Source: an optimization exercise on an open RTL-to-GDS flow (aim: small area and a short achievable clock period). Production flows keep margins and buffers that such runs may drop.
Only simulation tests tie the RTL to the original design; equivalence was not proved.

==> flow/design.v (outline; a module is shown in full before it is edited, if it fits) <==
// module mas_radix_encoder: 23 lines
// module mas_radix_xnor: 3 lines
// module mas_radix_sel: 3 lines
// module mas_radix_adder: 10 lines
// module mas_radix_pfx_a: 3 lines
// module mas_radix_pfx_ap: 4 lines
// module mas_radix_pfx_o: 3 lines
// module mas_radix_pfx_op: 4 lines
// module mas_radix_inv: 3 lines
// module mas_radix_ha: 9 lines
// module mas_mul_radix_top: 2298 lines
module mas_mul_radix_top (
  input               clk,
  input               rstn,
  input        [31:0] in1,
  input        [31:0] in2,
  output logic [63:0] res
);
  // ...
==> flow/flow/run.sh <==
#!/bin/bash
# Own layout flow: the standard synthesis and layout, with the port
# buffers made from plain buffers (buffer_ports -buffer_cell) instead of the
# cell buffer_ports picks by itself.  Each tool's output goes to a log here.
set -euo pipefail
bash standard.sh synth > synth.log 2>&1
bash standard.sh "BUFFER_PORTS_ARGS=-buffer_cell sky130_fd_sc_hd__buf_2" finish > layout.log 2>&1
==> flow/standard.sh <==
#!/bin/bash
# synth_recipe.tcl (not shown) runs the flow's synth.tcl, then flattens the netlist and writes it again
# the make line also repeats each setting of config.mk as NAME=value (left out here)
make -C /OpenROAD-flow-scripts/flow DESIGN_CONFIG=/design/flow/config.mk WORK_HOME=/design/flow/orfs CLKGATE_MAP_FILE= SYNTH_SCRIPT=/design/flow/synth_recipe.tcl "${@:-finish}"
==> flow/config.mk <==
export PLATFORM = sky130hd
export DESIGN_NAME = mas_mul_radix_top
export DESIGN_NICKNAME = mas_mul_radix_top
export VERILOG_FILES = /design/flow/design.v
export SDC_FILE = /design/flow/constraint.sdc
export NUM_CORES = 4
export LEC_CHECK = 0
export CAP_MARGIN = 30
export CORE_MARGIN = 2
export CORE_UTILIZATION = 66
export SETUP_SLACK_MARGIN = 5
export SLEW_MARGIN = 50
export SYNTH_HIERARCHICAL = 1
export SYNTH_MINIMUM_KEEP_SIZE = 0
==> flow/constraint.sdc <==
create_clock -name core_clock -period 13.5 [get_ports {clk}]
set_input_delay 2.7000 -clock core_clock [delete_from_list [all_inputs] [get_ports {clk}]]
set_output_delay 2.7000 -clock core_clock [all_outputs]
set_load 0.01 [all_outputs]
==> run summary, run 1 <==
drt drc=0; peak fanout along the critical path=38; TritonRoute pass-1 iters=8; Yosys top cell area share=40.1%; Site Rows=69; die width=195 um; Crit. path cell count=20; DIE AREA=0.0379 mm^2; status=no timing/DRC/antenna violations; first-pass GRT wire length=138,000 um; gr busiest metal=met2; initial DRC count=3,210; buffer share of cell area=5.92%; sequential cell area share=5.97%; Initial Util=67.2%; CP endpoint kind=flop; achievable frequency=118 MHz; Area-dominant class=multi-input gates; critical path type=primary input to flop; Final min period=8.47 ns; wire per inst=32.0 um; Met3 Wirelength=15,600 um; met2 Use GR=71.1%; RSZ-0062 raised after global routing=yes; area of the multi-input gates=0.0225 mm^2; comb_multi_in=2,134; Synthesis Warnings=7; grt total ovfl=0; clk root buf=clkbuf_16; clk buf depth=2; FF+latch count, synth=64
==> run 2, diff against run 1 <==
--- a/flow/config.mk
+++ b/flow/config.mk
@@ -8,5 +8,5 @@
 export CAP_MARGIN = 30
 export CORE_MARGIN = 2
-export CORE_UTILIZATION = 66
+export CORE_UTILIZATION = 55
 export SETUP_SLACK_MARGIN = 5
 export SLEW_MARGIN = 50
==> run summary, run 2 <==
Buf/Inv on CP=4 (was 3); Synth Area per Inst=10.7 um^2 (unchanged); ANT nets after route=0 (unchanged); Synth area leader=fa_1 (unchanged); max-capacitance violation count=0 (unchanged); GPL Wtd Cong=1.03 (was 1.11); layout cell share with drive strength beyond 1=18.9% (was 19.1%); core area=0.0431 mm^2 (was 0.0357 mm^2); CTS sink cnt=64 (unchanged); FF+latch count, synth=64 (unchanged); TNS Setup=0 ns (unchanged); achievable frequency=118 MHz (about the same); peak fanout along the critical path=38 (unchanged); Main synth FF type=dfrtp_1 (unchanged); Critical Path, Cell by Cell=buf_2 -> buf_12 -> ha_1 -> inv_1 -> buf_8 -> o22ai_1 -> fa_1 -> fa_1 -> fa_1 -> fa_1 -> fa_1 -> fa_1 -> ha_2 -> nand2_1 -> nor2_4 -> nand2_1 -> nor2_2 -> nand2_1 -> o21ai_4 -> a21oi_2 -> xnor2_1 (was buf_2 -> buf_6 -> and3b_1 -> a21oi_2 -> buf_4 -> o22ai_1 -> fa_1 -> fa_1 -> fa_1 -> fa_1 -> fa_1 -> ha_2 -> nand2_1 -> nor2_4 -> nand2_1 -> nor2_2 -> nand2_1 -> o21ai_4 -> a21oi_2 -> xnor2_1); Cell variety after synth=17 (unchanged); crit share post-route=62.8% (was 62.7%); cell mode on critical path=fa_1 (unchanged); area growth from synthesis to layout=11.9% (about the same); critical path type=primary input to flop (unchanged); Mapped Area=0.0240 mm^2 (unchanged); wire per inst=31.2 um (was 32.0 um); # nets final=3,136 (was 3,141); Crit. path cell count=21 (was 20); grt total ovfl=0 (unchanged); Top Registers=res x64 (unchanged); Hold Violations, Final=0 (unchanged); gr usage total=42.8% (was 49.4%); CTS Hold Bufs=0 (unchanged); Post-Synthesis Cells=2,247 (unchanged); most frequent cells in the layout=xnor2_1 (553), o22ai_1 (525), fa_1 (480) (unchanged); post-synthesis sequential area ratio=6.68% (unchanged); Slowest cell on crit path=fa_1 (unchanged); initial DRC count=2,422 (was 3,210); Data arrival, critical path=8.73 ns (was 8.72 ns); worst-margin pin slew=0.813 ns (was 0.821 ns); Vias=21,045 (was 21,840); Critical Path RT=13.75 ns (about the same); CP endpoint kind=flop (unchanged); total CTS buffers=9 (unchanged); largest net degree at the start of global routing=65 (unchanged); Reg with most FFs=res (unchanged); most common cell after layout, fill and taps aside=xnor2_1 (unchanged); Largest register FFs=64 (unchanged); Post-synth ARST share=100% (unchanged); DIE AREA=0.0453 mm^2 (was 0.0379 mm^2); Post-synth EDFFs=0 (unchanged); vias per cell=6.88 (was 7.44); fillcell total=3,655 (was 2,500); first-pass GRT wire length=139,000 um (was 138,000 um); I/O Pins=130 (unchanged); drt drc=0 (unchanged); Site Rows=76 (was 69); post-detail-place hpwl=73,300 um (was 71,000 um); clk root buf=clkbuf_16 (unchanged); Slew Limit Headroom=45.8% (was 45.3%); Initial Util=55.7% (was 67.2%); die height=213 um (was 195 um); Synthesis Warnings=7 (unchanged); RSZ-0062 raised after global routing=yes (unchanged); die width=213 um (was 195 um); most numerous cell in the Yosys netlist=xnor2_1 (unchanged); clk buf depth=2 (unchanged); status=no timing/DRC/antenna violations (unchanged); Clk pin slew, worst setup/hold paths=0.06 ns (about the same); TritonRoute pass-1 iters=8 (unchanged); Final min period=8.48 ns (was 8.47 ns); CP delay by family, top=adder cells (unchanged); post-layout util=62.3% (was 75.2%); Yosys top cell area share=40.1% (unchanged); Worst setup SP type=primary input (unchanged); CTS tree=done (unchanged); Post-Route WL=95,200 um (was 93,900 um); setup violators final=0 (unchanged); vias in the first global route=21,199 (was 22,283); initial antenna violation count=3 (was 1); Port-buffer cells=129 (unchanged); Synth top cells by count=xnor2_1 (554), o22ai_1 (528), fa_1 (480), ha_1 (125), a21oi_2 (114) (unchanged); CTS H-Tree Depth=3 (unchanged); Max Slew Vio Count=0 (unchanged); largest cells by area after synthesis=fa_1 (40%), xnor2_1 (20%), o22ai_1 (14%) (unchanged); tightest hold margin=2.43 ns (was 2.45 ns); crit-path max cell delay=0.61 ns (was 0.60 ns); Hold Crit Class=primary input to async pin (unchanged)
-- run 2: cell types whose count changed in the layout (fill, tap and decap cells not counted), moves of 2 or more --
cell,delta
o21ai_2,+2
diode_2,+2
clkbuf_16,-3
nor2_2,+4
nand2_2,-3
nand2_1,+3
buf_8,-2
nor2_4,-3
buf_6,-6
clkinvlp_4,+2
o21ai_1,-2
buf_4,+11
buf_2,-5
-- run 2: repair_timing --
item | CTS | global route
hold endpoints to repair | 0 | 0
endpoints found under the setup margin | 38 | 32
setup buffers | 7 | 4
resized for setup | 57 | 67
cloned | 0 | 1
pin swaps | 0 | 2
-- run 2: worst paths after layout --
path	start	endpoint	slack, ns
min in group core_clock	in1[0]	res[0]	3.21
worst min-delay path	rstn	res[55]	2.43
max in group asynchronous	rstn	res[8]	10.64
worst max-delay path	in2[7]	res[43]	5.02
-- run 2: through the flow --
step / std cells / area, um^2 / worst slack, ns
6_report: 3057 / 26800 / 5.02
5_1_grt: 3055 / 26800 / 4.91
4_1_cts: 3049 / 26500 / 4.96
2_1_floorplan: 2265 / 24100 / 5.10
3_5_place_dp: 3026 / 25900 / 3.77
3_3_place_gp: 3026 / 25800 / 3.86
-- run 2: layout make-up --
class / instances / area (um^2) / share of cell area [%]
multi-input cells: 2134 / 22500 / 83.7
flip-flops and latches: 64 / 1600 / 5.97
repair buffers: 192 / 1490 / 5.56
well taps: 585 / 732 / 2.73
inverters: 64 / 259 / 0.965
clock buffers: 10 / 229 / 0.853
clock inverters: 6 / 60.1 / 0.224
diodes: 2 / 5.00 / 0.0187
-- run 2: cell families after synthesis --
logic type,count (synthesis),share of synthesized area (%)
adder cells (fa/ha/maj),605,46.6
AND/OR/NAND/NOR,204,4.03
flip-flops,64,6.68
buffers and inverters,67,1.06
XOR/XNOR,575,21.0
AO/OA/AOI/OAI,730,20.6
other,2,0.0313
-- run 2: routing by layer --
layer,GRT usage [%],wire [um],vias up
li1,-,-,8617
met1,57.9,36300,10451
met2,61.0,39500,1685
met3,16.4,14500,288
met4,18.9,4880,4
met5,0,23,-
-- run 2: modules after synthesis, one instance, submodules excluded, a selection --
module            flip-flops and latches  copies in the design  area (um^2)
mas_radix_pfx_ap                       0                    72         12.5
mas_radix_adder                        0                   480         20.0
mas_radix_pfx_a                        0                    42         8.76
mas_radix_pfx_op                       0                    52         12.5
mas_radix_pfx_o                        0                    20         5.00
mas_radix_sel                          0                   528         6.26
mas_radix_inv                          0                    16         3.75
mas_radix_ha                           0                   109         12.5
==> run 3, diff against run 2 <==
--- a/flow/config.mk
+++ b/flow/config.mk
@@ -6,9 +6,8 @@
 export NUM_CORES = 4
 export LEC_CHECK = 0
-export CAP_MARGIN = 30
+export CAP_MARGIN = 20
 export CORE_MARGIN = 2
-export CORE_UTILIZATION = 55
-export SETUP_SLACK_MARGIN = 5
-export SLEW_MARGIN = 50
+export CORE_UTILIZATION = 60
+export SLEW_MARGIN = 20
 export SYNTH_HIERARCHICAL = 1
 export SYNTH_MINIMUM_KEEP_SIZE = 0
==> run summary, run 3 <==
initial antenna violation count=1 (was 3); post-synthesis sequential area ratio=6.68% (unchanged); tightest hold margin=2.52 ns (was 2.43 ns); CTS sink cnt=64 (unchanged); wire per inst=31.0 um (was 31.2 um); Max Slew Vio Count=0 (unchanged); CTS Hold Bufs=0 (unchanged); drt drc=0 (unchanged); Reg with most FFs=res (unchanged); CP endpoint kind=flop (unchanged); Hold Violations, Final=0 (unchanged); largest cells by area after synthesis=fa_1 (40%), xnor2_1 (20%), o22ai_1 (14%) (unchanged); worst-margin pin slew=1.15 ns (was 0.813 ns); crit share post-route=71.4% (was 62.8%); I/O Pins=130 (unchanged); Slew Limit Headroom=23.1% (was 45.8%); Initial Util=60.6% (was 55.7%); clk root buf=clkbuf_16 (unchanged); Site Rows=73 (was 76); Setup Buffers After CTS=0 (was 7); GPL Wtd Cong=1.02 (was 1.03); initial DRC count=2,488 (was 2,422); achievable frequency=104 MHz (was 118 MHz); Yosys top cell area share=40.1% (unchanged); Synth Area per Inst=10.7 um^2 (unchanged); max-capacitance violation count=0 (unchanged); status=no timing/DRC/antenna violations (unchanged); Largest register FFs=64 (unchanged); Vias=20,833 (was 21,045); post-cts sizing count=0 (was 57); critical path type=primary input to flop (unchanged); RSZ-0062 raised after global routing=no (was yes); CTS H-Tree Depth=3 (unchanged); area growth from synthesis to layout=8.60% (was 11.9%); total CTS buffers=9 (unchanged); peak fanout along the critical path=38 (unchanged); Data arrival, critical path=9.89 ns (was 8.73 ns); most common cell after layout, fill and taps aside=xnor2_1 (unchanged); Post-synth EDFFs=0 (unchanged); ANT nets after route=0 (unchanged); Port-buffer cells=129 (unchanged); die height=204 um (was 213 um); core area=0.0395 mm^2 (was 0.0431 mm^2); CTS tree=done (unchanged); Synthesis Warnings=7 (unchanged); vias per cell=6.99 (was 6.88); grt total ovfl=0 (unchanged); clk buf depth=2 (unchanged); post-layout util=65.8% (was 62.3%); final cell count without fillers=2,980 (was 3,057); Post-Route WL=92,300 um (was 95,200 um); Synth area leader=fa_1 (unchanged); vias in the first global route=21,134 (was 21,199); FF+latch count, synth=64 (unchanged); Main synth FF type=dfrtp_1 (unchanged); Post-DP Area=0.0257 mm^2 (was 0.0259 mm^2); # nets final=3,119 (was 3,136); Mapped Area=0.0240 mm^2 (unchanged); Final min period=9.64 ns (was 8.48 ns); Design Area, Final=0.0260 mm^2 (was 0.0268 mm^2); Clk pin slew, worst setup/hold paths=0.07 ns (was 0.06 ns); Synth top cells by count=xnor2_1 (554), o22ai_1 (528), fa_1 (480), ha_1 (125), a21oi_2 (114) (unchanged); Hold Crit Class=primary input to async pin (unchanged); most frequent cells in the layout=xnor2_1 (554), o22ai_1 (528), fa_1 (480) (was xnor2_1 (553), o22ai_1 (525), fa_1 (480)); die width=204 um (was 213 um); setup violators final=0 (unchanged); first-pass GRT wire length=135,000 um (was 139,000 um); TNS Setup=0 ns (unchanged); largest net degree at the start of global routing=65 (unchanged); Cell variety after synth=17 (unchanged); fillcell total=3,192 (was 3,655); Worst setup SP type=primary input (unchanged); Post-synth ARST share=100% (unchanged); Critical Path RT=13.76 ns (was 13.75 ns); post-detail-place hpwl=71,500 um (was 73,300 um); placed insts=2,962 (was 3,026); gr usage total=45.0% (was 42.8%); Post-Synthesis Cells=2,247 (unchanged); Top Registers=res x64 (unchanged); layout cell share with drive strength beyond 1=16.5% (was 18.9%); DIE AREA=0.0416 mm^2 (was 0.0453 mm^2); most numerous cell in the Yosys netlist=xnor2_1 (unchanged); TritonRoute pass-1 iters=8 (unchanged)
[run 3: cell counts after synthesis]
Identical to the previous run, type by type.
[run 3: metal layers]
metal	track usage [%]	part of all wire [%]	vias to the layer above
li1	-	-	8546
met1	59.8	37	10277
met2	63.3	41	1706
met3	18.3	16	300
met4	23.1	6.0	4
met5	1.55	0.11	-
[run 3: Yosys stat by module, one instance, submodules excluded]
module | cells | flip-flops and latches | cell area, um^2 | copies in the design
mas_radix_inv | 1 | 0 | 3.75 | 16
mas_radix_pfx_op | 2 | 0 | 12.5 | 52
mas_radix_adder | 1 | 0 | 20.0 | 480
mas_radix_sel | 1 | 0 | 6.26 | 528
mas_mul_radix_top | 180 | 64 | 2480 | 1
mas_radix_encoder | 7 | 0 | 41.3 | 16
mas_radix_ha | 1 | 0 | 12.5 | 109
mas_radix_xnor | 1 | 0 | 8.76 | 512
mas_radix_pfx_a | 1 | 0 | 8.76 | 42
mas_radix_pfx_o | 1 | 0 | 5.00 | 20
mas_radix_pfx_ap | 2 | 0 | 12.5 | 72
[run 3: logic make-up after synthesis]
logic type      synth area share, %
compound gates                 20.6
buf+inv                        1.06
flops                          6.68
fa+ha+maj                      46.6
other cells                  0.0313
simple gates                   4.03
xor+xnor                       21.0
[run 3: worst paths after layout]
kind                       startpoint  endpoint  slack (ns)  cells past startpoint
worst max-delay path           in2[5]   res[43]        3.86                     20
worst min-delay path             rstn   res[43]        2.52                      2
max in group asynchronous        rstn   res[14]       10.43                      2
min in group core_clock       in2[30]   res[63]        3.30                      7
[run 3: final cells by class]
type	count	area [um^2]	area share, %
antenna	2	5.00	0.0192
clock buffer	9	225	0.865
clock inverter	7	71.3	0.274
inverter	64	240	0.923
multi-input combinational	2134	22200	85.4
sequential	64	1600	6.15
tap	525	657	2.52
timing repair buffer	175	991	3.81
[run 3: worst max-delay path, cell delays in order]
cell	delay, ns
buf_2	0.08
buf_4	0.47
ha_1	0.33
inv_1	0.83
o22ai_1	0.24
fa_1	0.60
fa_1	0.45
fa_1	0.47
fa_1	0.43
fa_1	0.54
fa_1	0.48
ha_1	0.44
nand2_1	0.14
nor2_1	0.29
nand2_1	0.18
nor2_1	0.27
nand2_1	0.09
o21ai_1	0.45
a21oi_2	0.12
xnor2_1	0.27
[run 3: metrics by stage]
| stage | worst slack, ns |
|---|---|
| global placement | 3.80 |
| CTS | 4.08 |
| finish | 3.86 |
| global route | 3.72 |
| detailed placement | 3.72 |
| floorplan | 4.86 |
==> run 4, diff against run 3 <==
--- a/flow/config.mk
+++ b/flow/config.mk
@@ -9,4 +9,5 @@
 export CORE_MARGIN = 2
 export CORE_UTILIZATION = 60
+export SETUP_SLACK_MARGIN = 3
 export SLEW_MARGIN = 20
 export SYNTH_HIERARCHICAL = 1
==> run summary, run 4 <==
M1 GR Usage=59.8% (unchanged); crit share post-route=71.4% (unchanged); Worst setup SP type=primary input (unchanged); most common cell after layout, fill and taps aside=xnor2_1 (unchanged); drt drc=0 (unchanged); placed insts=2,962 (unchanged); clk buf depth=2 (unchanged); max-capacitance violation count=0 (unchanged); Yosys top cell area share=40.1% (unchanged); fillcell total=3,192 (unchanged); CP endpoint kind=flop (unchanged); Data arrival, critical path=9.89 ns (about the same); gr usage total=45.0% (unchanged); vias in the first global route=21,134 (unchanged); CTS tree=done (unchanged); Vias=20,833 (unchanged); RSZ-0062 raised after global routing=no (unchanged); Port-buffer cells=129 (unchanged); Clk pin slew, worst setup/hold paths=0.07 ns (about the same); Mapped Area=0.0240 mm^2 (unchanged); TNS Setup=0 ns (unchanged); wire per inst=31.0 um (unchanged); Hold Crit Class=primary input to async pin (unchanged); achievable frequency=104 MHz (unchanged); Hold Violations, Final=0 (unchanged); Max Slew Vio Count=0 (unchanged); critical path type=primary input to flop (unchanged); GR Util met3=18.3% (unchanged); Site Rows=73 (unchanged); Post-synth ARST share=100% (unchanged); final cell count without fillers=2,980 (unchanged); Post-Synthesis Cells=2,247 (unchanged); Cell variety after synth=17 (unchanged); Setup crit start=in2[5] (unchanged); area growth from synthesis to layout=8.60% (unchanged); most numerous cell in the Yosys netlist=xnor2_1 (unchanged); most frequent cells in the layout=xnor2_1 (554), o22ai_1 (528), fa_1 (480) (unchanged); vias per cell=6.99 (unchanged); Post-Route WL=92,300 um (unchanged); initial DRC count=2,488 (unchanged); Post-synth EDFFs=0 (unchanged); total CTS buffers=9 (unchanged); Reg with most FFs=res (unchanged); CTS Hold Bufs=0 (unchanged); FF+latch count, synth=64 (unchanged); clk root buf=clkbuf_16 (unchanged); GPL Wtd Cong=1.02 (unchanged); crit path capture=res[43] (unchanged); status=no timing/DRC/antenna violations (unchanged); first-pass GRT wire length=135,000 um (unchanged); CTS H-Tree Depth=3 (unchanged); Initial Util=60.6% (unchanged); gr busiest metal=met2 (unchanged); Top Registers=res x64 (unchanged); Setup Buffers After CTS=0 (unchanged); largest net degree at the start of global routing=65 (unchanged); core area=0.0395 mm^2 (unchanged); Sequential Area=0.00160 mm^2 (unchanged); initial antenna violation count=1 (unchanged); Main synth FF type=dfrtp_1 (unchanged); post-cts sizing count=0 (unchanged); I/O Pins=130 (unchanged); largest cells by area after synthesis=fa_1 (40%), xnor2_1 (20%), o22ai_1 (14%) (unchanged); met2 Use GR=63.3% (unchanged); post-synthesis sequential area ratio=6.68% (unchanged); area of the multi-input gates=0.0222 mm^2 (unchanged); Critical Path RT=13.76 ns (about the same); # nets final=3,119 (unchanged); ANT nets after route=0 (unchanged); Final min period=9.64 ns (unchanged); grt total ovfl=0 (unchanged); die width=204 um (unchanged); Synth Area per Inst=10.7 um^2 (unchanged); Slew Limit Headroom=23.1% (unchanged); setup violators final=0 (unchanged); TritonRoute pass-1 iters=8 (unchanged); Synth top cells by count=xnor2_1 (554), o22ai_1 (528), fa_1 (480), ha_1 (125), a21oi_2 (114) (unchanged); Synthesis Warnings=7 (unchanged); post-detail-place hpwl=71,500 um (unchanged); CTS sink cnt=64 (unchanged); DIE AREA=0.0416 mm^2 (unchanged); layout cell share with drive strength beyond 1=16.5% (unchanged); Synth area leader=fa_1 (unchanged); worst-margin pin slew=1.15 ns (unchanged); Largest register FFs=64 (unchanged); peak fanout along the critical path=38 (unchanged); die height=204 um (unchanged)
==> run 4: cell counts after synthesis <==
Identical to the previous run, type by type.
==> run 4: how the worst min path moves through the flow <==
| stage | slack (ns) | to | depth (start not counted) |
|---|---|---|---|
| floorplan | 2.40 | res[0] | 0 |
| global placement | 2.91 | res[57] | 2 |
| detailed placement | 2.93 | res[56] | 2 |
| CTS | 2.54 | res[43] | 2 |
| global route | 2.60 | res[43] | 2 |
| finish | 2.52 | res[43] | 2 |
==> run 4: cell families (layout without fill, tap and decap cells) <==
logic type / Yosys count / in the layout / synth area share [%]
flops: 64 / 64 / 6.68
compound gates: 730 / 730 / 20.6
fa+ha+maj: 605 / 605 / 46.6
simple gates: 204 / 204 / 4.03
buf+inv: 67 / 255 / 1.06
xor+xnor: 575 / 575 / 21.0
other cells: 2 / 22 / 0.0313
==> run 4: per-stage QoR <==
step / setup WS, ns / hold slack, ns / area (um^2) / utilization [%]
2_1_floorplan: 4.86 / 2.40 / 24000 / -
5_1_grt: 3.72 / 2.60 / 26000 / 65.8
3_5_place_dp: 3.72 / 2.93 / 25700 / 65.1
3_3_place_gp: 3.80 / 2.91 / 25700 / 65.1
6_report: 3.86 / 2.52 / 26000 / 65.8
4_1_cts: 4.08 / 2.54 / 26000 / 65.8
==> run 4: Yosys stat by module (local to each module, per instance), excerpt <==
module             cells  area (um^2)  flops+latches  times used
mas_mul_radix_top    180         2480             64           1
mas_radix_pfx_ap       2         12.5              0          72
mas_radix_adder        1         20.0              0         480
mas_radix_pfx_a        1         8.76              0          42
mas_radix_xnor         1         8.76              0         512
mas_radix_pfx_o        1         5.00              0          20
==> run 4: final cells by class <==
cell class	instances	share of cell area (%)
diodes	2	0.0192
clock buffers	9	0.865
clock inverters	7	0.274
inverters	64	0.923
multi-input cells	2134	85.4
flip-flops and latches	64	6.15
well taps	525	2.52
repair buffers	175	3.81
==> run 4: worst max-delay path: stages <==
cell and delay (ns):
buf_2 0.08, buf_4 0.47, ha_1 0.33, inv_1 0.83
o22ai_1 0.24, fa_1 0.60, fa_1 0.45, fa_1 0.47
fa_1 0.43, fa_1 0.54, fa_1 0.48, ha_1 0.44
nand2_1 0.14, nor2_1 0.29, nand2_1 0.18, nor2_1 0.27
nand2_1 0.09, o21ai_1 0.45, a21oi_2 0.12, xnor2_1 0.27
==> run 4: metal layers <==
metal	vias to the layer above	share of wire (%)
met5	-	0.11
met4	4	6.0
met3	300	16
met2	1706	41
met1	10277	37
li1	8546	-
==> run 5, diff against run 4 <==
--- a/flow/config.mk
+++ b/flow/config.mk
@@ -9,5 +9,5 @@
 export CORE_MARGIN = 2
 export CORE_UTILIZATION = 60
-export SETUP_SLACK_MARGIN = 3
+export SETUP_SLACK_MARGIN = 5
 export SLEW_MARGIN = 20
 export SYNTH_HIERARCHICAL = 1
==> run summary, run 5 <==
Initial Util=60.6% (unchanged); I/O Pins=130 (unchanged); initial DRC count=2,525 (was 2,488); clk buf depth=2 (unchanged); Post-Route WL=91,300 um (was 92,300 um); core area=0.0395 mm^2 (unchanged); most numerous cell in the Yosys netlist=xnor2_1 (unchanged); Max Slew Vio Count=0 (unchanged); Data arrival, critical path=8.73 ns (was 9.89 ns); CTS H-Tree Depth=3 (unchanged); crit share post-route=62.9% (was 71.4%); TritonRoute pass-1 iters=6 (was 8); CTS Hold Bufs=0 (unchanged); Post-synth ARST share=100% (unchanged); worst slack, placed=3.97 ns (was 3.72 ns); Post-Synthesis Cells=2,247 (unchanged); Critical Path, Cell by Cell=buf_2 -> buf_12 -> inv_1 -> nor2_1 -> inv_1 -> fa_1 -> fa_1 -> fa_1 -> fa_1 -> fa_1 -> ha_1 -> nand2_1 -> nor2_1 -> nand2_1 -> nor2_1 -> nand2_1 -> o21ai_2 -> a21oi_2 -> xnor2_1 (was buf_2 -> buf_4 -> ha_1 -> inv_1 -> o22ai_1 -> fa_1 -> fa_1 -> fa_1 -> fa_1 -> fa_1 -> fa_1 -> ha_1 -> nand2_1 -> nor2_1 -> nand2_1 -> nor2_1 -> nand2_1 -> o21ai_1 -> a21oi_2 -> xnor2_1); TNS Setup=0 ns (unchanged); Post-synth EDFFs=0 (unchanged); Port-buffer cells=129 (unchanged); largest net degree at the start of global routing=65 (unchanged); status=no timing/DRC/antenna violations (unchanged); Slew Limit Headroom=36.1% (was 23.1%); drt drc=0 (unchanged); Top Registers=res x64 (unchanged); post-synthesis sequential area ratio=6.68% (unchanged); CP endpoint kind=flop (unchanged); cell mode on critical path=fa_1 (unchanged); GPL Wtd Cong=1.02 (unchanged); most common cell after layout, fill and taps aside=xnor2_1 (unchanged); Vias=20,798 (was 20,833); tightest hold margin=2.53 ns (was 2.52 ns); Crit. path cell count=19 (was 20); DIE AREA=0.0416 mm^2 (unchanged); vias in the first global route=21,185 (was 21,134); fillcell total=3,195 (was 3,192); setup violators final=0 (unchanged); Main synth FF type=dfrtp_1 (unchanged); FF+latch count, synth=64 (unchanged); critical path type=primary input to flop (unchanged); first-pass GRT wire length=135,000 um (about the same); simple-gate share of the synthesized area=4.03% (unchanged); Synth area leader=fa_1 (unchanged); grt total ovfl=0 (unchanged); Adder-Cell Fraction of Synth Area=46.6% (unchanged); # nets final=3,133 (was 3,119); area growth from synthesis to layout=11.2% (was 8.60%); Buf/Inv on CP=4 (was 3); Hold Violations, Final=0 (unchanged); CP delay by family, top=adder cells (unchanged); most frequent cells in the layout=xnor2_1 (554), o22ai_1 (525), fa_1 (480) (was xnor2_1 (554), o22ai_1 (528), fa_1 (480)); mux contribution to synthesized area=0% (unchanged); Yosys top cell area share=40.1% (unchanged); Reg with most FFs=res (unchanged); Final min period=8.49 ns (was 9.64 ns); post-synthesis xor/xnor area fraction=21.0% (unchanged); RSZ-0062 raised after global routing=yes (was no); Cell variety after synth=17 (unchanged); crit-path max cell delay=0.62 ns (was 0.83 ns); clk root buf=clkbuf_16 (unchanged); Worst setup SP type=primary input (unchanged); CTS sink cnt=64 (unchanged); Synth Area per Inst=10.7 um^2 (unchanged); total CTS buffers=9 (unchanged); initial antenna violation count=2 (was 1); layout cell share with drive strength beyond 1=18.6% (was 16.5%); max-capacitance violation count=0 (unchanged); Synthesis Warnings=7 (unchanged); Synth top cells by count=xnor2_1 (554), o22ai_1 (528), fa_1 (480), ha_1 (125), a21oi_2 (114) (unchanged); Critical Path RT=13.74 ns (was 13.76 ns); Hold Crit Class=primary input to async pin (unchanged); CTS tree=done (unchanged); Compound-Gate Fraction of Synth Area=20.6% (unchanged); Final Worst Setup Slack=5.01 ns (was 3.86 ns); achievable frequency=118 MHz (was 104 MHz); peak fanout along the critical path=38 (unchanged); wire per inst=30.5 um (was 31.0 um); post-detail-place hpwl=69,900 um (was 71,500 um); Largest register FFs=64 (unchanged); die height=204 um (unchanged); gr usage total=44.8% (was 45.0%); Mapped Area=0.0240 mm^2 (unchanged); Site Rows=73 (unchanged); Setup crit start=in2[9] (was in2[5]); worst-margin pin slew=0.958 ns (was 1.15 ns); die width=204 um (unchanged); ANT nets after route=0 (unchanged); largest family of logic cells by synthesized area=adder cells (unchanged); Slowest cell on crit path=nor2_1 (was inv_1); crit path capture=res[49] (was res[43]); Clk pin slew, worst setup/hold paths=0.07 ns (about the same); largest cells by area after synthesis=fa_1 (40%), xnor2_1 (20%), o22ai_1 (14%) (unchanged); vias per cell=6.95 (was 6.99)
[run 5: cell counts after synthesis]
No cell type changed its count.
[run 5: per-stage QoR]
| stage | instance area (um^2) | utilization, % | instances |
|---|---|---|---|
| floorplan | 24100 | - | 2265 |
| global placement | 25800 | 65.2 | 2969 |
| detailed placement | 25800 | 65.2 | 2969 |
| CTS | 26300 | 66.4 | 2985 |
| global route | 26700 | 67.4 | 2992 |
| finish | 26700 | 67.4 | 2994 |
[run 5: logic make-up (layout without fill, tap and decap cells)]
family	after synthesis	in the layout
other	2	22
AO/OA/AOI/OAI	730	730
AND/OR/NAND/NOR	204	204
buffers and inverters	67	269
adder cells (fa/ha/maj)	605	605
flip-flops	64	64
XOR/XNOR	575	575
[run 5: worst min-delay path by stage]
| stage | start | to | cells after the start |
|---|---|---|---|
| floorplan | rstn | res[0] | 0 |
| global placement | rstn | res[59] | 2 |
| detailed placement | rstn | res[53] | 2 |
| CTS | rstn | res[48] | 2 |
| global route | rstn | res[48] | 2 |
| finish | rstn | res[48] | 2 |
[run 5: final cells by class]
| cell class | count | area, um^2 | share of cell area [%] |
|---|---|---|---|
| flip-flops and latches | 64 | 1600 | 6.01 |
| well taps | 525 | 657 | 2.46 |
| clock buffers | 10 | 239 | 0.896 |
| inverters | 64 | 248 | 0.929 |
| multi-input cells | 2134 | 22400 | 84.0 |
| repair buffers | 189 | 1420 | 5.32 |
| diodes | 2 | 5.00 | 0.0188 |
| clock inverters | 6 | 91.3 | 0.343 |
[run 5: what timing repair did]
action / in CTS / in global routing
cloned: 0 / 2
endpoints found under the setup margin: 31 / 34
gates resized for setup: 39 / 83
setup buffers: 0 / 5
pin swaps: 0 / 1
[run 5: per-module statistics from Yosys (local to each module, per instance), excerpt]
module	flip-flops and latches	cells inside	copies in the design	cell area, um^2
mas_radix_encoder	0	7	16	41.3
mas_radix_xnor	0	1	512	8.76
mas_radix_sel	0	1	528	6.26
mas_radix_pfx_o	0	1	20	5.00
mas_radix_ha	0	1	109	12.5
mas_radix_inv	0	1	16	3.75
[run 5: routing by layer]
| metal | vias to the layer above | track usage (%) | share of wire [%] | wire [um] |
|---|---|---|---|---|
| li1 | 8591 | - | - | - |
| met1 | 10205 | 60.8 | 37 | 33900 |
| met2 | 1712 | 63.6 | 41 | 37300 |
| met3 | 288 | 17.5 | 16 | 14800 |
| met4 | 2 | 19.4 | 5.7 | 5180 |
| met5 | - | 0 | 0.094 | 86 |
==> run 6, diff against run 5 <==
--- a/flow/config.mk
+++ b/flow/config.mk
@@ -10,5 +10,5 @@
 export CORE_UTILIZATION = 60
 export SETUP_SLACK_MARGIN = 5
-export SLEW_MARGIN = 20
+export SLEW_MARGIN = 35
 export SYNTH_HIERARCHICAL = 1
 export SYNTH_MINIMUM_KEEP_SIZE = 0
==> run summary, run 6 <==
Yosys top cell area share=40.1% (unchanged); largest cells by area after synthesis=fa_1 (40%), xnor2_1 (20%), o22ai_1 (14%) (unchanged); TritonRoute pass-1 iters=5 (was 6); Main synth FF type=dfrtp_1 (unchanged); most frequent cells in the layout=xnor2_1 (554), o22ai_1 (525), fa_1 (480) (unchanged); most common cell after layout, fill and taps aside=xnor2_1 (unchanged); area growth from synthesis to layout=11.3% (was 11.2%); Max Slew Vio Count=0 (unchanged); Final Worst Setup Slack=4.99 ns (was 5.01 ns); post-detail-place hpwl=69,900 um (unchanged); Critical Path RT=13.74 ns (about the same); achievable frequency=118 MHz (about the same); Site Rows=73 (unchanged); worst slack, placed=3.97 ns (unchanged); total CTS buffers=9 (unchanged); FF+latch count, synth=64 (unchanged); vias per cell=7.00 (was 6.95); Post-synth ARST share=100% (unchanged); Hold Violations, Final=0 (unchanged); Port-buffer cells=129 (unchanged); vias in the first global route=21,185 (unchanged); gr usage total=44.8% (unchanged); Hold Crit Class=primary input to async pin (unchanged); clk buf depth=2 (unchanged); ANT nets after route=0 (unchanged); die height=204 um (unchanged); Critical Path, Cell by Cell=buf_2 -> buf_12 -> inv_1 -> nor2_1 -> inv_1 -> fa_1 -> fa_1 -> fa_1 -> fa_1 -> fa_1 -> ha_1 -> nand2_1 -> nor2_1 -> nand2_1 -> nor2_1 -> nand2_1 -> o21ai_2 -> a21oi_2 -> xnor2_1 (unchanged); Worst setup SP type=primary input (unchanged); CTS tree=done (unchanged); Post-Route WL=91,700 um (was 91,300 um); Synth top cells by count=xnor2_1 (554), o22ai_1 (528), fa_1 (480), ha_1 (125), a21oi_2 (114) (unchanged); setup violators final=0 (unchanged); max-capacitance violation count=0 (unchanged); critical path type=primary input to flop (unchanged); Data arrival, critical path=8.74 ns (was 8.73 ns); status=no timing/DRC/antenna violations (unchanged); I/O Pins=130 (unchanged); die width=204 um (unchanged); largest net degree at the start of global routing=65 (unchanged); most numerous cell in the Yosys netlist=xnor2_1 (unchanged); cell mode on critical path=fa_1 (unchanged); Design Area, Final=0.0267 mm^2 (about the same); # nets final=3,134 (was 3,133); fillcell total=3,192 (was 3,195); Synth Area per Inst=10.7 um^2 (unchanged); DIE AREA=0.0416 mm^2 (unchanged); TNS Setup=0 ns (unchanged); post-synthesis sequential area ratio=6.68% (unchanged); initial antenna violation count=1 (was 2); Clk pin slew, worst setup/hold paths=0.07 ns (about the same); layout cell share with drive strength beyond 1=18.6% (about the same); drt drc=0 (unchanged); Synth area leader=fa_1 (unchanged); Cell variety after synth=17 (unchanged); GPL Wtd Cong=1.02 (unchanged); grt total ovfl=0 (unchanged); crit-path max cell delay=0.63 ns (was 0.62 ns); Largest register FFs=64 (unchanged); Slowest cell on crit path=nor2_1 (unchanged); first-pass GRT wire length=135,000 um (unchanged); CTS sink cnt=64 (unchanged); Final min period=8.51 ns (was 8.49 ns); CP endpoint kind=flop (unchanged); wire per inst=30.6 um (was 30.5 um); worst-margin pin slew=0.969 ns (was 0.958 ns); core area=0.0395 mm^2 (unchanged); Slew Limit Headroom=35.4% (was 36.1%); Synthesis Warnings=7 (unchanged); CTS H-Tree Depth=3 (unchanged); Post-Synthesis Cells=2,247 (unchanged); Reg with most FFs=res (unchanged); crit share post-route=63.0% (was 62.9%); Post-synth EDFFs=0 (unchanged); Top Registers=res x64 (unchanged); Mapped Area=0.0240 mm^2 (unchanged); Post-DP Area=0.0258 mm^2 (unchanged); peak fanout along the critical path=38 (unchanged); clk root buf=clkbuf_16 (unchanged); initial DRC count=2,691 (was 2,525); Vias=20,952 (was 20,798); Initial Util=60.6% (unchanged); RSZ-0062 raised after global routing=yes (unchanged)
run 6: cell counts after synthesis:
Identical to the previous run, type by type.
run 6: timing repair:
action	CTS	global route
gates cloned	0	2
buffers inserted	0	5
pin swaps	0	1
endpoints found under the setup margin	31	34
hold buffers	0	0
gates resized for setup	39	82
run 6: final cells by class:
class	instances	area (um^2)	share of cell area [%]
Multi-Input combinational cell	2134	22400	83.9
Timing Repair Buffer	190	1450	5.41
Antenna cell	2	5.00	0.0188
Clock inverter	6	91.3	0.342
Tap cell	525	657	2.46
Sequential cell	64	1600	6.00
Clock buffer	10	239	0.895
Inverter	64	248	0.928
run 6: worst max-delay path by stage:
| stage | start | to |
|---|---|---|
| after global placement | in2[11] | res[47] |
| final | in2[9] | res[49] |
| after floorplan | in2[23] | res[53] |
| after detailed placement | in2[3] | res[35] |
| after global routing | in1[28] | res[35] |
| after CTS | in2[3] | res[35] |
run 6: logic make-up (layout without fill, tap and decap cells):
group                    Yosys count  after routing  share of synthesized area (%)
buffers and inverters             67            270                           1.06
AO/OA/AOI/OAI                    730            730                           20.6
other                              2             22                         0.0313
flip-flops                        64             64                           6.68
XOR/XNOR                         575            575                           21.0
AND/OR/NAND/NOR                  204            204                           4.03
adder cells (fa/ha/maj)          605            605                           46.6
run 6: critical path, delay by kind of cell:
| kind | cells | cell delay (ns) |
|---|---|---|
| compound gates | 2 | 0.35 |
| xor+xnor | 1 | 0.13 |
| fa+ha+maj | 6 | 3.01 |
| buf+inv | 4 | 0.89 |
| simple gates | 6 | 1.60 |
run 6: modules after synthesis, one instance, submodules excluded:
module             flip-flops and latches  cells
mas_mul_radix_top                      64    180
mas_radix_adder                         0      1
mas_radix_encoder                       0      7
mas_radix_ha                            0      1
mas_radix_inv                           0      1
mas_radix_pfx_a                         0      1
mas_radix_pfx_ap                        0      2
mas_radix_pfx_o                         0      1
mas_radix_pfx_op                        0      2
mas_radix_sel                           0      1
mas_radix_xnor                          0      1
run 6: per-stage QoR:
step | std cells | hold WS (ns) | utilization [%]
6_report | 2995 | 2.30 | 67.5
5_1_grt | 2993 | 2.32 | 67.5
4_1_cts | 2985 | 2.55 | 66.4
3_5_place_dp | 2969 | 2.93 | 65.2
3_3_place_gp | 2969 | 2.90 | 65.2
2_1_floorplan | 2265 | 2.40 | -
run 6: layer usage:
metal  part of all wire (%)  up-vias  GRT usage, %
li1                       -     8604             -
met1                     37    10359          60.8
met2                     41     1716          63.6
met3                     16      273          17.5
met4                    5.4        0          19.4
met5                      0        -             0
==> run 7, diff against run 6 <==
==> flow/flow/run.sh (replaced) <==
#!/bin/bash
# Own layout flow: the standard synthesis, then the standard layout
# with port buffers made from plain buffers (buffer_ports -buffer_cell) and
# a larger setup margin for ORFS's timing repair.  Each tool's output goes
# to a log file here.
set -euo pipefail
bash standard.sh synth > synth.log 2>&1
bash standard.sh "BUFFER_PORTS_ARGS=-buffer_cell sky130_fd_sc_hd__buf_2" SETUP_SLACK_MARGIN=5.5  finish > layout.log 2>&1
--- a/flow/config.mk
+++ b/flow/config.mk
@@ -6,9 +6,8 @@
 export NUM_CORES = 4
 export LEC_CHECK = 0
-export CAP_MARGIN = 20
+export CAP_MARGIN = 50
 export CORE_MARGIN = 2
 export CORE_UTILIZATION = 60
-export SETUP_SLACK_MARGIN = 5
-export SLEW_MARGIN = 35
+export SLEW_MARGIN = 75
 export SYNTH_HIERARCHICAL = 1
 export SYNTH_MINIMUM_KEEP_SIZE = 0
==> run summary, run 7 <==
Mapped Area=0.0240 mm^2 (unchanged); most common cell after layout, fill and taps aside=xnor2_1 (unchanged); Post-synth EDFFs=0 (unchanged); core area=0.0395 mm^2 (unchanged); Synth Area per Inst=10.7 um^2 (unchanged); Final min period=8.08 ns (was 8.51 ns); Post-Route WL=103,000 um (was 91,700 um); Clk pin slew, worst setup/hold paths=0.07 ns (about the same); Synthesis Warnings=7 (unchanged); CP endpoint kind=flop (unchanged); RSZ-0062 raised after global routing=yes (unchanged); clk root buf=clkbuf_16 (unchanged); max-capacitance violation count=0 (unchanged); Post-synth ARST share=100% (unchanged); Main synth FF type=dfrtp_1 (unchanged); post-synthesis sequential area ratio=6.68% (unchanged); crit-path max cell delay=0.63 ns (about the same); Post-Synthesis Cells=2,247 (unchanged); Yosys top cell area share=40.1% (unchanged); status=no timing/DRC/antenna violations (unchanged); Synth area leader=fa_1 (unchanged); Initial Util=60.6% (unchanged); drt drc=0 (unchanged); first-pass GRT wire length=144,000 um (was 135,000 um); Post-DP Area=0.0267 mm^2 (was 0.0258 mm^2); most numerous cell in the Yosys netlist=xnor2_1 (unchanged); Top Registers=res x64 (unchanged); FF+latch count, synth=64 (unchanged); TritonRoute pass-1 iters=7 (was 5); die height=204 um (unchanged); Worst setup SP type=primary input (unchanged); layout cell share with drive strength beyond 1=30.0% (was 18.6%); CTS H-Tree Depth=3 (unchanged); peak fanout along the critical path=11 (was 38); wire per inst=33.0 um (was 30.6 um); Buf/Inv on CP=4 (unchanged); clk buf depth=2 (unchanged); Design Area, Final=0.0303 mm^2 (was 0.0267 mm^2); CTS sink cnt=64 (unchanged); gr usage total=47.6% (was 44.8%); largest cells by area after synthesis=fa_1 (40%), xnor2_1 (20%), o22ai_1 (14%) (unchanged); cell mode on critical path=fa_1 (unchanged); Critical Path, Cell by Cell=buf_2 -> buf_12 -> and3b_1 -> a21oi_4 -> buf_6 -> buf_4 -> o22ai_1 -> fa_1 -> fa_1 -> fa_1 -> fa_1 -> fa_1 -> ha_1 -> nand2_1 -> nor2_1 -> nand2_1 -> nor2_2 -> nand2_1 -> o21ai_4 -> a21oi_2 -> xnor2_1 (was buf_2 -> buf_12 -> inv_1 -> nor2_1 -> inv_1 -> fa_1 -> fa_1 -> fa_1 -> fa_1 -> fa_1 -> ha_1 -> nand2_1 -> nor2_1 -> nand2_1 -> nor2_1 -> nand2_1 -> o21ai_2 -> a21oi_2 -> xnor2_1); Site Rows=73 (unchanged); most frequent cells in the layout=xnor2_1 (543), o22ai_1 (479), fa_1 (455) (was xnor2_1 (554), o22ai_1 (525), fa_1 (480)); post-layout util=76.7% (was 67.5%); TNS Setup=0 ns (unchanged); CP delay by family, top=adder cells (unchanged); Slowest cell on crit path=fa_1 (was nor2_1); post-detail-place hpwl=73,300 um (was 69,900 um); # nets final=3,279 (was 3,134); CTS Hold Bufs=0 (unchanged); initial DRC count=3,193 (was 2,691); Ant. Diodes=0 (was 2); vias in the first global route=22,507 (was 21,185); GPL Wtd Cong=1.03 (was 1.02); ANT nets after route=0 (unchanged); achievable frequency=124 MHz (was 118 MHz); Hold Crit Class=primary input to async pin (unchanged); total CTS buffers=9 (unchanged); Hold Violations, Final=0 (unchanged); grt total ovfl=0 (unchanged); die width=204 um (unchanged); Max Slew Vio Count=0 (unchanged); vias per cell=7.26 (was 7.00); I/O Pins=130 (unchanged); crit share post-route=59.9% (was 63.0%); largest net degree at the start of global routing=39 (was 65); tightest hold margin=2.25 ns (was 2.30 ns); Cell variety after synth=17 (unchanged); setup violators final=0 (unchanged); Port-buffer cells=129 (unchanged); DIE AREA=0.0416 mm^2 (unchanged); critical path type=primary input to flop (unchanged); area growth from synthesis to layout=26.4% (was 11.3%); Critical Path RT=13.75 ns (was 13.74 ns); Vias=22,773 (was 20,952); Reg with most FFs=res (unchanged); initial antenna violation count=1 (unchanged); Data arrival, critical path=8.34 ns (was 8.74 ns); CTS tree=done (unchanged); Largest register FFs=64 (unchanged); Synth top cells by count=xnor2_1 (554), o22ai_1 (528), fa_1 (480), ha_1 (125), a21oi_2 (114) (unchanged)
run 7: cells by family (layout without fill, tap and decap cells):
| kind of cell | count (synthesis) | count (layout) | share of synthesized area (%) |
|---|---|---|---|
| fa+ha+maj | 605 | 605 | 46.6 |
| compound gates | 730 | 730 | 20.6 |
| simple gates | 204 | 204 | 4.03 |
| other cells | 2 | 20 | 0.0313 |
| flops | 64 | 64 | 6.68 |
| buf+inv | 67 | 415 | 1.06 |
| xor+xnor | 575 | 575 | 21.0 |
run 7: cell type report:
type | instances | area (um^2)
clock buffers | 10 | 229
repair inverters | 2 | 17.5
clock inverters | 6 | 68.8
flip-flops and latches | 64 | 1600
well taps | 525 | 657
inverters | 64 | 313
multi-input cells | 2134 | 23900
fillers | 2584 | 9230
repair buffers | 333 | 3480
run 7: stage by stage:
stage | std cells | setup slack (ns)
5_1_grt | 3138 | 5.37
4_1_cts | 3039 | 5.49
3_3_place_gp | 2958 | 3.49
6_report | 3138 | 5.42
3_5_place_dp | 2986 | 4.12
2_1_floorplan | 2265 | 5.52
run 7: repair_timing:
item	in CTS	in global routing
setup buffers	26	83
pin swaps	29	54
gates cloned	11	15
setup endpoints to repair	40	37
resized for setup	159	188
run 7: how the worst max path moves through the flow:
stage                     depth (start not counted)  slack [ns]      end     from
after global routing                             22        5.37  res[37]   in2[5]
after CTS                                        22        5.49  res[37]  in2[17]
after floorplan                                  18        5.52  res[51]   in2[0]
final                                            21        5.42  res[55]  in2[17]
after detailed placement                         23        4.12  res[37]   in2[5]
after global placement                           19        3.49  res[35]  in2[15]
run 7: per-module statistics from Yosys (local to each module, per instance):
module,area (um^2),flops+latches,times used,cells inside
mas_radix_pfx_ap,12.5,0,72,2
mas_radix_pfx_op,12.5,0,52,2
mas_radix_adder,20.0,0,480,1
mas_radix_inv,3.75,0,16,1
mas_radix_pfx_o,5.00,0,20,1
mas_radix_xnor,8.76,0,512,1
mas_radix_sel,6.26,0,528,1
mas_radix_encoder,41.3,0,16,7
mas_radix_ha,12.5,0,109,1
mas_radix_pfx_a,8.76,0,42,1
mas_mul_radix_top,2480,64,1,180
run 7: per-layer routing:
layer  up-vias  share of wire (%)  GRT usage, %
met5         -               0.10             0
met4         6                7.7          26.8
met3       564                 17          19.6
met2      2226                 41          68.2
met1     11076                 34          60.9
li1       8901                  -             -
==> run 8, diff against run 7 <==
==> flow/flow/run.sh (replaced) <==
#!/bin/bash
# Own layout flow: the standard synthesis, then the standard layout
# with port buffers made from plain buffers (buffer_ports -buffer_cell), a
# setup margin for ORFS's timing repair, and timing repair limited to
# resizing and pin swaps.  Each tool's output goes to a log file here.
set -euo pipefail
bash standard.sh synth > synth.log 2>&1
bash standard.sh "BUFFER_PORTS_ARGS=-buffer_cell sky130_fd_sc_hd__buf_2" SETUP_SLACK_MARGIN=5.3 "SETUP_MOVE_SEQUENCE=unbuffer,sizeup,swap" finish > layout.log 2>&1
--- a/flow/config.mk
+++ b/flow/config.mk
@@ -6,8 +6,8 @@
 export NUM_CORES = 4
 export LEC_CHECK = 0
-export CAP_MARGIN = 50
+export CAP_MARGIN = 30
 export CORE_MARGIN = 2
 export CORE_UTILIZATION = 60
-export SLEW_MARGIN = 75
+export SLEW_MARGIN = 50
 export SYNTH_HIERARCHICAL = 1
 export SYNTH_MINIMUM_KEEP_SIZE = 0
==> run summary, run 8 <==
status=no timing/DRC/antenna violations (unchanged); Synth area leader=fa_1 (unchanged); clk root buf=clkbuf_16 (unchanged); Synthesis Warnings=7 (unchanged); first-pass GRT wire length=140,000 um (was 144,000 um); Site Rows=73 (unchanged); fillcell total=3,042 (was 2,584); achievable frequency=120 MHz (was 124 MHz); Buf/Inv on CP=2 (was 4); RSZ-0062 raised after global routing=yes (unchanged); peak fanout along the critical path=38 (was 11); Slowest cell on crit path=fa_1 (unchanged); Main synth FF type=dfrtp_1 (unchanged); die width=204 um (unchanged); CP delay by family, top=adder cells (unchanged); Hold Violations, Final=0 (unchanged); Slew Limit Headroom=44.8%; DIE AREA=0.0416 mm^2 (unchanged); largest cells by area after synthesis=fa_1 (40%), xnor2_1 (20%), o22ai_1 (14%) (unchanged); max-capacitance violation count=0 (unchanged); I/O Pins=130 (unchanged); Setup Buffers After CTS=0 (was 26); Vias=21,179 (was 22,773); Data arrival, critical path=8.52 ns (was 8.34 ns); # nets final=3,129 (was 3,279); gr usage total=46.0% (was 47.6%); Largest register FFs=64 (unchanged); TNS Setup=0 ns (unchanged); Initial Util=60.6% (unchanged); FF+latch count, synth=64 (unchanged); initial antenna violation count=3 (was 1); largest net degree at the start of global routing=65 (was 39); vias in the first global route=21,939 (was 22,507); CTS H-Tree Depth=3 (unchanged); CP endpoint kind=flop (unchanged); placed insts=2,972 (was 2,986); TritonRoute pass-1 iters=5 (was 7); crit-path max cell delay=0.56 ns (was 0.63 ns); most frequent cells in the layout=xnor2_1 (552), o22ai_1 (511), fa_1 (454) (was xnor2_1 (543), o22ai_1 (479), fa_1 (455)); Critical Path RT=13.73 ns (was 13.75 ns); Post-Route WL=94,000 um (was 103,000 um); Max Slew Vio Count=0 (unchanged); CTS sink cnt=64 (unchanged); layout cell share with drive strength beyond 1=22.6% (was 30.0%); crit share post-route=61.5% (was 59.9%); setup violators final=0 (unchanged); Clk pin slew, worst setup/hold paths=0.07 ns (about the same); post-layout util=69.9% (was 76.7%); GPL Wtd Cong=1.05 (was 1.03); ANT nets after route=0 (unchanged); CTS tree=done (unchanged); Top Registers=res x64 (unchanged); Yosys top cell area share=40.1% (unchanged); Hold Crit Class=primary input to async pin (unchanged); drt drc=0 (unchanged); clk buf depth=2 (unchanged); CTS Hold Bufs=0 (unchanged); initial DRC count=2,647 (was 3,193); die height=204 um (unchanged); total CTS buffers=9 (unchanged); Final Worst Setup Slack=5.20 ns (was 5.42 ns); worst slack, placed=3.51 ns (was 4.12 ns); most numerous cell in the Yosys netlist=xnor2_1 (unchanged); final cell count without fillers=2,990 (was 3,138); Reg with most FFs=res (unchanged); worst-margin pin slew=0.829 ns; area growth from synthesis to layout=15.3% (was 26.4%); Synth Area per Inst=10.7 um^2 (unchanged); grt total ovfl=0 (unchanged); Synth top cells by count=xnor2_1 (554), o22ai_1 (528), fa_1 (480), ha_1 (125), a21oi_2 (114) (unchanged); critical path type=primary input to flop (unchanged); post-detail-place hpwl=72,400 um (was 73,300 um); Post-Synthesis Cells=2,247 (unchanged); vias per cell=7.08 (was 7.26); wire per inst=31.4 um (was 33.0 um); core area=0.0395 mm^2 (unchanged); cell mode on critical path=fa_1 (unchanged); most common cell after layout, fill and taps aside=xnor2_1 (unchanged); Cell variety after synth=17 (unchanged); Post-synth ARST share=100% (unchanged); Mapped Area=0.0240 mm^2 (unchanged); Worst setup SP type=primary input (unchanged); post-synthesis sequential area ratio=6.68% (unchanged); Post-synth EDFFs=0 (unchanged); Port-buffer cells=129 (unchanged); Final min period=8.30 ns (was 8.08 ns); Critical Path, Cell by Cell=buf_2 -> buf_12 -> and3b_2 -> a21oi_4 -> o22ai_2 -> fa_1 -> fa_1 -> fa_1 -> fa_2 -> fa_1 -> fa_2 -> ha_4 -> nand2_4 -> nor2_4 -> nand2_4 -> nor2_4 -> nand2_2 -> o21ai_4 -> a21oi_2 -> xnor2_2 (was buf_2 -> buf_12 -> and3b_1 -> a21oi_4 -> buf_6 -> buf_4 -> o22ai_1 -> fa_1 -> fa_1 -> fa_1 -> fa_1 -> fa_1 -> ha_1 -> nand2_1 -> nor2_1 -> nand2_1 -> nor2_2 -> nand2_1 -> o21ai_4 -> a21oi_2 -> xnor2_1)
run 8: cell count changes in the layout (fill, tap and decap cells not counted), moves of 10 or more:
cell / before / now
nor2_4: 34 / 20
buf_12: 28 / 14
a21oi_2: 96 / 112
o22ai_1: 479 / 511
bufbuf_16: 10 / 0
o22ai_2: 45 / 14
clkbuf_16: 22 / 9
nor2_1: 34 / 51
buf_6: 51 / 11
o21ai_4: 22 / 12
a21oi_4: 34 / 18
buf_4: 111 / 39
run 8: per-module statistics from Yosys (local to each module, per instance):
module / flops+latches / times used
mas_mul_radix_top: 64 / 1
mas_radix_encoder: 0 / 16
mas_radix_adder: 0 / 480
mas_radix_ha: 0 / 109
mas_radix_pfx_ap: 0 / 72
mas_radix_pfx_op: 0 / 52
mas_radix_pfx_a: 0 / 42
mas_radix_xnor: 0 / 512
mas_radix_sel: 0 / 528
mas_radix_pfx_o: 0 / 20
mas_radix_inv: 0 / 16
run 8: routing by layer:
| layer | track usage, % | wire length, um | vias to the layer above |
|---|---|---|---|
| met4 | 22.9 | 5240 | 6 |
| li1 | - | - | 8603 |
| met3 | 16.9 | 14800 | 344 |
| met1 | 61.3 | 34700 | 10417 |
| met5 | 1.43 | 113 | - |
| met2 | 65.8 | 39100 | 1809 |
run 8: layout make-up:
type	instances	area [um^2]	area share, %
Antenna cell	2	5.00	0.0181
Multi-Input combinational cell	2134	23300	84.2
Timing Repair Buffer	185	1520	5.51
Sequential cell	64	1600	5.80
Clock buffer	10	239	0.865
Clock inverter	6	91.3	0.331
Tap cell	525	657	2.38
Inverter	64	251	0.910
run 8: metrics by stage:
step                      area (um^2)  hold WS [ns]
after global routing            27600          2.48
after floorplan                 24100          2.40
after CTS                       27100          2.44
after global placement          25800          2.90
final                           27600          2.41
after detailed placement        25900          2.81
run 8: kinds of logic (layout without fill, tap and decap cells):
logic type               count (synthesis)  count (layout)  synth area share (%)
AO/OA/AOI/OAI                          730             730                  20.6
XOR/XNOR                               575             575                  21.0
adder cells (fa/ha/maj)                605             605                  46.6
buffers and inverters                   67             265                  1.06
flip-flops                              64              64                  6.68
other                                    2              22                0.0313
AND/OR/NAND/NOR                        204             204                  4.03
run 8: final timing paths:
check,from,to,cells past startpoint
setup / recovery,in2[13],res[37],20
hold / removal,rstn,res[48],2
max in group asynchronous,rstn,res[11],2
min in group core_clock,in1[0],res[0],4
run 8: timing repair:
item	CTS	global route
resized for setup	180	108
pin swaps	14	48
endpoints found under the setup margin	47	37
==> run 9, diff against run 8 <==
==> flow/flow/run.sh (replaced) <==
#!/bin/bash
# Own layout flow: the standard synthesis, then the standard layout
# with port buffers made from plain buffers (buffer_ports -buffer_cell), a
# setup margin for ORFS's timing repair, and no gate cloning in that repair.
# Each tool's output goes to a log file here.
set -euo pipefail
bash standard.sh synth > synth.log 2>&1
bash standard.sh "BUFFER_PORTS_ARGS=-buffer_cell sky130_fd_sc_hd__buf_2" SETUP_SLACK_MARGIN=5.3 SKIP_GATE_CLONING=1 finish > layout.log 2>&1
==> run summary, run 9 <==
Synth area leader=fa_1 (unchanged); Slew Limit Headroom=45.4% (was 44.8%); CTS tree=done (unchanged); first-pass GRT wire length=140,000 um (about the same); CTS sink cnt=64 (unchanged); Critical Path RT=13.77 ns (was 13.73 ns); Synth Area per Inst=10.7 um^2 (unchanged); Hold Crit Class=primary input to async pin (unchanged); Cell variety after synth=17 (unchanged); status=no timing/DRC/antenna violations (unchanged); Port-buffer cells=129 (unchanged); Post-synth ARST share=100% (unchanged); peak fanout along the critical path=20 (was 38); final cell count without fillers=3,027 (was 2,990); Initial Util=60.6% (unchanged); CTS H-Tree Depth=3 (unchanged); post-layout util=70.4% (was 69.9%); TritonRoute pass-1 iters=8 (was 5); grt total ovfl=0 (unchanged); vias in the first global route=22,087 (was 21,939); crit share post-route=60.6% (was 61.5%); Post-Route WL=96,800 um (was 94,000 um); die width=204 um (unchanged); DIE AREA=0.0416 mm^2 (unchanged); Max Slew Vio Count=0 (unchanged); clk root buf=clkbuf_16 (unchanged); max-capacitance violation count=0 (unchanged); placed insts=2,972 (unchanged); Post-synth EDFFs=0 (unchanged); Largest register FFs=64 (unchanged); largest net degree at the start of global routing=65 (unchanged); Main synth FF type=dfrtp_1 (unchanged); Reg with most FFs=res (unchanged); core area=0.0395 mm^2 (unchanged); RSZ-0062 raised after global routing=yes (unchanged); Yosys top cell area share=40.1% (unchanged); Worst setup SP type=primary input (unchanged); initial DRC count=2,796 (was 2,647); Site Rows=73 (unchanged); worst-margin pin slew=0.819 ns (was 0.829 ns); Mapped Area=0.0240 mm^2 (unchanged); setup violators final=0 (unchanged); drt drc=0 (unchanged); clk buf depth=2 (unchanged); Clk pin slew, worst setup/hold paths=0.07 ns (about the same); post-detail-place hpwl=72,400 um (unchanged); Final min period=8.18 ns (was 8.30 ns); Vias=21,557 (was 21,179); post-synthesis sequential area ratio=6.68% (unchanged); ANT nets after route=0 (unchanged); gr usage total=46.2% (was 46.0%); die height=204 um (unchanged); largest cells by area after synthesis=fa_1 (40%), xnor2_1 (20%), o22ai_1 (14%) (unchanged); # nets final=3,168 (was 3,129); FF+latch count, synth=64 (unchanged); Hold Violations, Final=0 (unchanged); most frequent cells in the layout=xnor2_1 (552), o22ai_1 (515), fa_1 (478) (was xnor2_1 (552), o22ai_1 (511), fa_1 (454)); tightest hold margin=2.42 ns (was 2.41 ns); Synth top cells by count=xnor2_1 (554), o22ai_1 (528), fa_1 (480), ha_1 (125), a21oi_2 (114) (unchanged); total CTS buffers=9 (unchanged); initial antenna violation count=2 (was 3); I/O Pins=130 (unchanged); area growth from synthesis to layout=16.2% (was 15.3%); CP endpoint kind=flop (unchanged); Ant. Diodes=0 (was 2); Post-Synthesis Cells=2,247 (unchanged); most common cell after layout, fill and taps aside=xnor2_1 (unchanged); wire per inst=32.0 um (was 31.4 um); layout cell share with drive strength beyond 1=22.0% (was 22.6%); vias per cell=7.12 (was 7.08); Data arrival, critical path=8.45 ns (was 8.52 ns); Synthesis Warnings=7 (unchanged); achievable frequency=122 MHz (was 120 MHz); most numerous cell in the Yosys netlist=xnor2_1 (unchanged); TNS Setup=0 ns (unchanged); critical path type=primary input to flop (unchanged); Top Registers=res x64 (unchanged); GPL Wtd Cong=1.05 (unchanged)
run 9: cell types whose count changed in the layout (fill, tap and decap cells not counted), sizes merged:
cell / previous run / this run
buf: 184 / 223
diode: 2 / 0
clkinvlp: 6 / 7
inv: 62 / 61
run 9: path summary, 6_finish.rpt:
path,to,from
setup / recovery,res[45],in2[5]
hold / removal,res[52],rstn
max in group asynchronous,res[11],rstn
min in group core_clock,res[0],in2[1]
run 9: repair_timing:
| action | in CTS | in global routing |
|---|---|---|
| pin swaps | 1 | 6 |
| gates resized for setup | 129 | 108 |
| setup buffers | 18 | 20 |
| hold buffers | 0 | 0 |
| setup endpoints to repair | 47 | 35 |
| hold endpoints to repair | 0 | 0 |
run 9: worst max-delay path, stage by stage:
cell and delay (ns):
buf_2 0.12, buf_12 0.16, ha_1 0.20, nor2_1 0.42, inv_1 0.22, fa_1 0.47
fa_1 0.56, fa_1 0.44, fa_1 0.40, fa_1 0.45, fa_1 0.50, ha_1 0.47
nand2_2 0.16, nor2_2 0.19, nand2_1 0.14, nor2_2 0.19, nand2_1 0.11, o21ai_4 0.23
a21oi_2 0.09, xnor2_1 0.20
run 9: through the flow:
| stage | cell area, um^2 | setup slack [ns] |
|---|---|---|
| floorplan | 24100 | 5.42 |
| global placement | 25800 | 3.68 |
| detailed placement | 25900 | 3.51 |
| CTS | 27000 | 5.25 |
| global route | 27900 | 5.26 |
| finish | 27900 | 5.32 |
run 9: routing by layer:
metal  wire length, um  vias to the layer above  global-route usage [%]
li1                  -                     8691                       -
met1             35000                    10618                    60.5
met2             39900                     1878                    66.3
met3             15700                      368                    18.8
met4              6050                        2                    23.1
met5                18                        -                       0
run 9: final cells by class:
class / instances / area (um^2)
Fill cell: 3018 / 11700
Tap cell: 525 / 657
Clock buffer: 10 / 239
Multi-Input combinational cell: 2134 / 22900
Timing Repair Buffer: 224 / 2080
Inverter: 64 / 255
Clock inverter: 6 / 91.3
Sequential cell: 64 / 1600
run 9: cells by family (layout without fill, tap and decap cells):
logic type               count (synthesis)  count (layout)  synth area share (%)
AO/OA/AOI/OAI                          730             730                  20.6
XOR/XNOR                               575             575                  21.0
adder cells (fa/ha/maj)                605             605                  46.6
buffers and inverters                   67             304                  1.06
flip-flops                              64              64                  6.68
other                                    2              20                0.0313
AND/OR/NAND/NOR                        204             204                  4.03
run 9: Yosys stat by module (local to each module, per instance):
module             cells  copies in the design
mas_radix_encoder      7                    16
mas_radix_inv          1                    16
mas_radix_pfx_op       2                    52
mas_radix_pfx_o        1                    20
mas_radix_ha           1                   109
mas_radix_pfx_a        1                    42
mas_radix_adder        1                   480
mas_radix_xnor         1                   512
mas_radix_pfx_ap       2                    72
mas_radix_sel          1                   528
mas_mul_radix_top    180                     1

## what the ideal ports hide
The flow's constraints put no driver on any port. The routed layouts listed below were extracted and timed again, unchanged, in two steps.
Step 1, drivers: a clkbuf_16 drives clk and a buf_2 each remaining input, both assumed.
Step 2 also shifts input and output timing later by t, the mid clock arrival at the registers, as if the neighbouring blocks saw the same clock.
a / b / c = no drivers / after step 1 / after step 2; a / b = the first two.
| run | t, ns | setup WS [ns] | hold WS [ns] | worst register clock-pin slew, ns | cell pins on the clock port's net |
|---|---|---|---|---|---|
| run 1 | 0.396 | 5.029 / 5.047 / 4.651 | 2.450 / 2.423 / 2.818 | 0.06 / 0.06 | 1 |
| run 2 | 0.399 | 5.016 / 5.045 / 4.646 | 2.428 / 2.402 / 2.800 | 0.06 / 0.06 | 1 |
| run 3 | 0.402 | 3.864 / 3.881 / 3.479 | 2.519 / 2.492 / 2.894 | 0.07 / 0.07 | 1 |
| run 4 | 0.402 | 3.864 / 3.881 / 3.479 | 2.519 / 2.492 / 2.894 | 0.07 / 0.07 | 1 |
| run 5 | 0.395 | 5.009 / 5.034 / 4.640 | 2.529 / 2.511 / 2.906 | 0.07 / 0.07 | 1 |
| run 6 | 0.395 | 4.994 / 5.019 / 4.624 | 2.300 / 2.283 / 2.677 | 0.07 / 0.07 | 1 |
| run 7 | 0.396 | 5.418 / 5.427 / 5.031 | 2.254 / 2.231 / 2.626 | 0.07 / 0.07 | 1 |
| run 8 | 0.396 | 5.201 / 5.215 / 4.819 | 2.415 / 2.389 / 2.785 | 0.07 / 0.07 | 1 |
| run 9 | 0.397 | 5.324 / 5.336 / 4.939 | 2.420 / 2.393 / 2.790 | 0.07 / 0.07 | 1 |
After both steps every run listed still meets setup and hold. The setup slack of run 7, which loses most, moves by +0.009 ns with the drivers and by -0.387 ns with both steps.
